This is an optimization exercise on Yosys and OpenROAD, whose aim is small area, not a production implementation.
Function was checked by simulation only, so behaviour that the tests miss may differ from the original.
Power and IR drop assume default switching activity.

`flow/run.sh`:
```
#!/bin/bash
# synth_recipe.tcl (not shown) runs the flow's synth.tcl, then flattens the netlist and writes it again
# the make line also repeats each setting of config.mk as NAME=value (left out here)
make -C /OpenROAD-flow-scripts/flow DESIGN_CONFIG=/design/flow/config.mk WORK_HOME=/design/flow/orfs CLKGATE_MAP_FILE= SYNTH_SCRIPT=/design/flow/synth_recipe.tcl finish
```
`flow/config.mk`:
```
export PLATFORM = sky130hd
export DESIGN_NAME = yabot_top
export DESIGN_NICKNAME = yabot_top
export VERILOG_FILES = /design/flow/design.v
export SDC_FILE = /design/flow/constraint.sdc
export NUM_CORES = 4
export LEC_CHECK = 0
export ABC_AREA = 1
export CAP_MARGIN = 20
export CORE_MARGIN = 2
export CORE_UTILIZATION = 40
export SLEW_MARGIN = 20
```
`flow/constraint.sdc`:
```
create_clock -name core_clock -period 10.0 [get_ports {clk}]
set_input_delay 2.0000 -clock core_clock [delete_from_list [all_inputs] [get_ports {clk}]]
set_output_delay 2.0000 -clock core_clock [all_outputs]
set_load 0.01 [all_outputs]
```
`flow/design.v`:
```
`timescale 1ns / 1ps
module yabot_top(
    input clk,
    input rst,
    output [1:0] bi_led,
    input  [1:0] bi_key,
    output dac_flt,
    output dac_demp,
    output dac_mute,
    input  jetson_spi_mosi,
    output jetson_spi_miso,
    input jetson_spi_clk,
    input jetson_spi_cs,
    input jetson_io20,
    input jetson_io19,
    input jetson_io11,
    output jetson_io16,
    output jetson_io9,
    output jetson_io8,
    input radio_mirq,
    output radio_msel,
    output radio_sclk,
    output radio_sdi,
    input radio_sdo,
    output amp_stby,
    output amp_mute,
    output pwr_off,
    input  [7:0] rc,
    output adc_clk,
    input  adc_do,
    output adc_di,
    output adc_cs,
    input  motor1_en_diag,
    output motor1_inb,
    output motor1_ina,
    output motor1_pwm,
    input  motor2_en_diag,
    output motor2_inb,
    output motor2_ina,
    output motor2_pwm,
    input [3:0] btn,
    output [3:0] ledp,
    output [3:0] ledm,
    output xt_trig,
    input  xt_echo,
    output xr1_trig,
    input  xr1_echo,
    output xr23_trig,
    input  xr23_echo,
    output xb_trig,
    input  xb_echo,
    output xl12_trig,
    input  xl12_echo,
    output xl3_trig,
    input  xl3_echo,
    input [1:0] ppr_m,
    output [1:0] serv
);
assign bi_led= 2'b11;
assign ledp = 0;
assign ledm = 0;
assign dac_flt = 0;
assign dac_demp = 0;
assign dac_mute = 1;
assign jetson_spi_miso = 0;
assign jetson_io16 = 0;
assign jetson_io9 = 0;
assign jetson_io8 = 0;
assign radio_msel = 1;
assign radio_sclk = 0;
assign radio_sdi = 0;
assign amp_stby = 0;
assign amp_mute = 0;
assign pwr_off = ~bi_key[0];  
assign adc_clk = 0;
assign adc_di = 0;
assign adc_cs = 1;
assign xt_trig = 0;
assign xr1_trig = 0;
assign xr23_trig = 0;
assign xb_trig = 0;
assign xl12_trig = 0;
assign xl3_trig = 0;
wire [3:0] rc2;
CDCSyncN #(4) cync(.clk(clk), .rst(rst), .in_data(rc[3:0]), .out_data(rc2));
assign serv = rc2[3:2];
wire [9:0] plen1;
wire prdy1;
wire [9:0] plen2;
wire prdy2;
RCPulseMeasure pmsr1(.clk(clk), .rst(rst), .pulse_in(rc2[0]), .pulse_length(plen1), .ready(prdy1));
RCPulseMeasure pmsr2(.clk(clk), .rst(rst), .pulse_in(rc2[1]), .pulse_length(plen2), .ready(prdy2));
wire [10:0] sum1 = {plen1[9],plen1} + {plen2[9],plen2};
wire [10:0] sum2 = {plen1[9],plen1} - {plen2[9],plen2};
wire [9:0] mod1 = sum1[10] ? -sum1[9:0] : sum1[9:0];
wire [9:0] mod2 = sum2[10] ? -sum2[9:0] : sum2[9:0];
PulseWidthModulator #(2, 1593) pwm1(.clk(clk), .rst(rst), .value({1'b0,mod1}), .out(motor1_pwm));
PulseWidthModulator #(2, 1593) pwm2(.clk(clk), .rst(rst), .value({1'b0,mod2}), .out(motor2_pwm));
wire global_enable = prdy1 & prdy2;
assign motor1_inb = global_enable & sum1[10];
assign motor1_ina = global_enable & ~sum1[10];
assign motor2_inb = global_enable & sum2[10];
assign motor2_ina = global_enable & ~sum2[10];
endmodule
`timescale 1ns / 1ps
module CDCSync #(parameter STAGES=2)
(
    input clk,
    input rst,
    input in_data,
    output out_data
);
reg [STAGES-1:0] dly_reg;
always @(posedge clk)
	if (rst) dly_reg <= 0;
	else dly_reg <= (dly_reg<<1) | in_data;
assign out_data = dly_reg[STAGES-1];
endmodule
module CDCSyncN #(parameter N=1, STAGES=2)
(
    input clk,
    input rst,
    input [N-1:0] in_data,
    output [N-1:0] out_data
);
genvar i;
generate for(i=0; i<N; i=i+1)
begin :body
	CDCSync #(STAGES) sync(.clk(clk), .rst(rst), .in_data(in_data[i]), .out_data(out_data[i]));
end
endgenerate
endmodule
`timescale 1ns / 1ps
module Divider #(parameter N=2) 
(
    input clk,
    input reset,
    output out
);
generate 
if (N<=1)
begin :bypass
assign out = 1'b1;
end
else
begin :div
reg [$clog2(N)-1:0] div;
wire top = (div == (N-1));
assign out = top;
always @(posedge clk)
	if (reset || top) div <= 0;
	else div <= div + 1'b1;
end
endgenerate
endmodule
`timescale 1ns / 1ps
module PulseMeasure #(parameter PREDIV=2, MAXV=1024)
(
    input clk,
    input rst,
    input pulse_in,
    output [$clog2(MAXV)-1:0] pulse_length,
	 output ready
);
parameter CNT_W = $clog2(MAXV);
reg [CNT_W-1:0] counter;
reg [CNT_W-1:0] out_value;
reg out_rdy;
reg pulse_pipeline;
wire pre_div_pulse;
wire pulse_start = pulse_in & ~pulse_pipeline;
wire pulse_end = ~pulse_in & pulse_pipeline;
Divider #(PREDIV) pre_div(.clk(clk), .reset(rst | pulse_start), .out(pre_div_pulse));
always @(posedge clk)
	if (rst) pulse_pipeline <= 1'b0;
	else pulse_pipeline <= pulse_in;
always @(posedge clk)
	if (rst || pulse_start) counter <= 0; else
	if (pre_div_pulse)
	begin
		if (counter != MAXV-1) counter <= counter + 1'b1;
		else counter <= 0;
	end	
always @(posedge clk)
	if (rst) begin out_value <= 0; out_rdy <= 1'b0; end else
	if (pulse_end) begin out_value <= counter; out_rdy <= 1'b1; end else
	if (counter == MAXV-1) out_rdy <= 1'b0;
assign pulse_length = out_value;
assign ready = out_rdy;
endmodule
module RCPulseMeasure(input clk, input rst, input pulse_in, output [9:0] pulse_length, output ready);
localparam DELTA = 10;
wire [$clog2(100000)-1:0] p_length;
wire rdy;
PulseMeasure #(50, 100000) pm(.clk(clk), .rst(rst), .pulse_in(pulse_in), .pulse_length(p_length), .ready(rdy));
reg [9:0] out_pulse_length;
reg rdy1;
wire [11:0] p_diff = p_length[11:0]-12'd1500;
always @(posedge clk)
	if (rst) out_pulse_length <= 0; else
	if (p_length<(1500-1024)) out_pulse_length <= 10'h200; else
	if (p_length>(1500+1024)) out_pulse_length <= 10'h1FF; else
	if ((p_length>1500-DELTA) && (p_length<1500+DELTA)) out_pulse_length <= 0;
	else out_pulse_length <= p_diff[9:0];
always @(posedge clk)
	if (rst) rdy1 <= 1'b0;
	else rdy1 <= rdy;
assign ready = rdy1;
assign pulse_length = out_pulse_length;
endmodule
`timescale 1ns / 1ps
module PulseWidthModulator #(parameter PREDIV=2, TOP=1024)
(
    input clk,
    input rst,
    input [$clog2(TOP)-1:0] value,
    output out
);
parameter CNT_W = $clog2(TOP);
reg [CNT_W-1:0] counter;
reg [CNT_W-1:0] value_latch;
reg out_reg;
wire prediv_pulse;
Divider #(PREDIV) pre_div(.clk(clk), .reset(rst), .out(prediv_pulse));
always @(posedge clk)
	if (rst) begin counter <= 0; value_latch <= 0; end else
	if (prediv_pulse)
	begin
		if (counter != TOP-1) counter <= counter + 1'b1; else
		begin
			counter <= 0;
			value_latch <= value;
		end
	end
always @(posedge clk)
	if (rst) out_reg <= 0; else
	if (value_latch == counter) out_reg <= 0; else
	if (counter == 0) out_reg <= 1;
assign out = out_reg;
endmodule
```
==> summary.txt <==
-- per-layer routing --
| layer | up-vias | track usage, % |
|---|---|---|
| met1 | 3480 | 22.88 |
| met5 | - | 0 |
| li1 | 4159 | - |
| met3 | 12 | 3.317 |
| met4 | 0 | 3.792 |
| met2 | 99 | 27.46 |
-- cell usage after synthesis, drive strengths merged, types with 3 or more instances --
library cell and number:
buf 42, nand4 25, nor4 15, inv 185
dfxtp 160, o21bai 3, nand3b 3, o21ai 80
ha 34, o22ai 5, nor2 147, xor2 33
nand2 285, nand3 93, nor3 36, nor3b 7
xnor2 9, or2 6, a21oi 100, clkbuf 15
-- cell families (layout without fill, tap and decap cells) --
group | count (synthesis) | in the layout | synth area share, %
xor+xnor | 42 | 42 | 4.146
simple gates | 620 | 620 | 30.54
fa+ha+maj | 36 | 36 | 5.245
buf+inv | 244 | 236 | 12.04
other cells | 2 | 31 | 0.08463
flops | 160 | 160 | 36.10
compound gates | 199 | 199 | 11.84
-- cell type report --
| type | count | area (um^2) | area share (%) |
|---|---|---|---|
| clock buffer | 17 | 425.4 | 4.343 |
| clock inverter | 14 | 221.5 | 2.261 |
| inverter | 187 | 704.4 | 7.191 |
| multi-input combinational | 928 | 4718 | 48.17 |
| sequential | 160 | 3203 | 32.70 |
| tap | 280 | 350.3 | 3.576 |
| timing repair buffer | 18 | 172.7 | 1.763 |
-- worst max path at each step --
stage                                    startpoint          to
after floorplan                           bi_key[0]     pwr_off
after global placement                    bi_key[0]     pwr_off
after detailed placement                  bi_key[0]     pwr_off
after CTS                 pmsr2.out_pulse_length[7]  motor1_ina
after global routing      pmsr2.out_pulse_length[7]  motor1_ina
final                     pmsr2.out_pulse_length[7]  motor1_ina
-- where the power goes --
group / total, mW / internal [mW] / switching (mW) / leakage (nW)
logic: 0.256 / 0.0852 / 0.171 / 2.74
registers: 0.666 / 0.653 / 0.0130 / 1.30
clock network: 0.714 / 0.428 / 0.286 / 0.313
-- worst register-to-register path, delay by kind of cell, from the launching register on --
family / cells / cell delay, ns
and+or+nand+nor: 9 / 1.04
adders and majority gates: 1 / 0.50
buffers and inverters: 2 / 0.21
DFF: 1 / 0.36
AOI/OAI and AO/OA: 1 / 0.25
-- stage by stage --
| step | instance area [um^2] | std cells | setup slack (ns) | power [mW] |
|---|---|---|---|---|
| 2_1_floorplan | 8982 | 1332 | 5.929 | 0.8965 |
| 3_3_place_gp | 9144 | 1573 | 5.035 | 0.9312 |
| 3_5_place_dp | 9144 | 1573 | 5.032 | 0.9349 |
| 4_1_cts | 9791 | 1604 | 4.999 | 1.655 |
| 5_1_grt | 9796 | 1604 | 4.768 | 1.726 |
| 6_report | 9796 | 1604 | 4.980 | 1.636 |
==> qor.txt <==
Outcome -> complete, no violations
Worst hold-check path type -> reg -> reg
N_diodes -> 0
Required time of the critical path -> 8.00 ns
DRT Pass-1 Iters -> 5
Routed length per instance -> 11.83 um
H-tree depth -> 4
Gpl congestion -> 0.8399
Mapped Area -> 8874 um^2
Metal-1 WL -> 9676 um
Period minus WS final -> 5.020 ns
Fin crit share -> 50.20%
Layout cells sized above 1 -> 4.456%
Vias in the first global route -> 7,222
Max-slew violations -> 0
R2r worst-path depth -> 13
FF-to-FF End -> pwm1.value_latch[9]
Final-report hold violation count -> 0
Vias/cell -> 4.832
Unrepaired setup endpoints after global routing -> false
GR Overflow Total -> 0
Synth area leaders -> dfxtp_1 (36%), nand2_1 (12%), inv_1 (7.7%)
Clk slew on worst S/H paths -> 0.06 ns
Antenna-violating nets left -> 0
GRT Util Overall -> 16.75%
Syn avg cell area -> 6.810 um^2
Hold endpoint -> cync.body[0].sync.dly_reg[1]
Clock Tree Buf Depth -> 2
Sequential share of the synthesized area -> 36.10%
Commonest non-fill, non-tap cell in the layout -> nand2_1
Initial antenna violation count -> 0
Largest net degree at the start of global routing -> 46
Crit path max-delay family -> buffers and inverters
Setup CP Type -> reg -> out
Pwr/cell area -> 167.0 nW/um^2
DRC Markers -> 0
CTS tree -> built
I/O pin cnt -> 75
Post-CTS sizing -> 0
Num CTS Buffers -> 17
Flop-to-flop setup slack -> 7.53 ns
Clock Latency Late Sink -> 0.42 ns
WL final -> 18,970 um
Post-synth top area cell -> dfxtp_1
Final nets -> 1,383
Drt initial violations -> 461
Slew of the pin with the lowest slew margin -> 0.6908 ns
Die area -> 23,390 um^2
Layout Skew -> 0.01061 ns
Chip height -> 152.9 um
Post-CTS Setup Inserts -> 0
Synthesis-to-layout area growth -> 10.39%
Synth warn -> 6
Most used cell, CP -> nand2_1
First-pass GRT wire length -> 33,220 um
Initial Utilization -> 40.66%
Number of cell rows -> 54
Leak -> 4.348 nW
RR Startpoint -> pmsr2.out_pulse_length[7]
Hold slack -> 0.4037 ns
Setup crit end kind -> output port
Met2 wire len -> 8625 um
Clock root buffer -> clkbuf_16
Worst Hold Launch -> cync.body[0].sync.dly_reg[0]
Max-cap violations -> 0
PortBufs -> 15
Fill count -> 2,289
Critical Path Slowest Stage Cell -> clkdlybuf4s50_1
Clock sink count -> 160
Max-slew headroom -> 53.64%
Gate Count Post-Synth -> 1,303
Hold path cells -> 2
Register bit count reported by yosys -> 160
Top sig layer -> met4
CP Buf/Inv Count -> 3
Worst path max stage delay -> 0.55 ns
Core ar. -> 21,820 um^2
Async set or reset register ratio after synthesis -> 0%
Fmax -> 0.1992 GHz
Post-synth top flop -> dfxtp_1
Setup tns final -> 0 ns
Peak supply drop -> 0.1237 mV
Worst EP arrival -> 3.02 ns
Met3 wire len -> 519 um
Post-layout util -> 44.89%
Die Wd -> 152.9 um
Highest net fanout along the worst path -> 14
CP Depth -> 11
Critical path cell sequence -> inv_1, ha_1, inv_2, nand2_1, nand2_1, a21oi_1, nand3_1, nand2_1, nand2_2, nor2_1, clkdlybuf4s50_1
EDFF count, synth -> 0
Most frequent cells in the layout -> nand2_1 (281), inv_1 (181), dfxtp_1 (160)
Startpoint Class -> register
Dpl hpwl -> 14,240 um
Final setup fails -> 0
Vias -> 7,750
Count of cell types in the netlist -> 44
Top-area cell type share of the netlist area -> 36.10%
Cts hold-fix bufs -> 0

separate check: timing with driven ports:
Ports are ideal in the flow. The routed layout listed here was re-timed in OpenROAD.
Step 1: set_driving_cell puts a clkbuf_16 on clk and a buf_2 on each other input, an assumption about the parent block.
Step 2 moves the port delays by t, midway between the first and last clock arrival at a register: inputs arrive t later, outputs are due t later. That takes back most of the time a late clock gives input paths.
a / b / c = ideal ports / drivers / drivers and shift; a / b = the first two.
shift t [ns]: 0.464
setup slack, ns: 4.980 / 4.934 / 5.014
cell pins on the clock port's net: 1
After both steps this run still meets setup and hold. For this run, drivers alone change the setup slack by -0.046 ns; drivers and shift together by +0.034 ns.
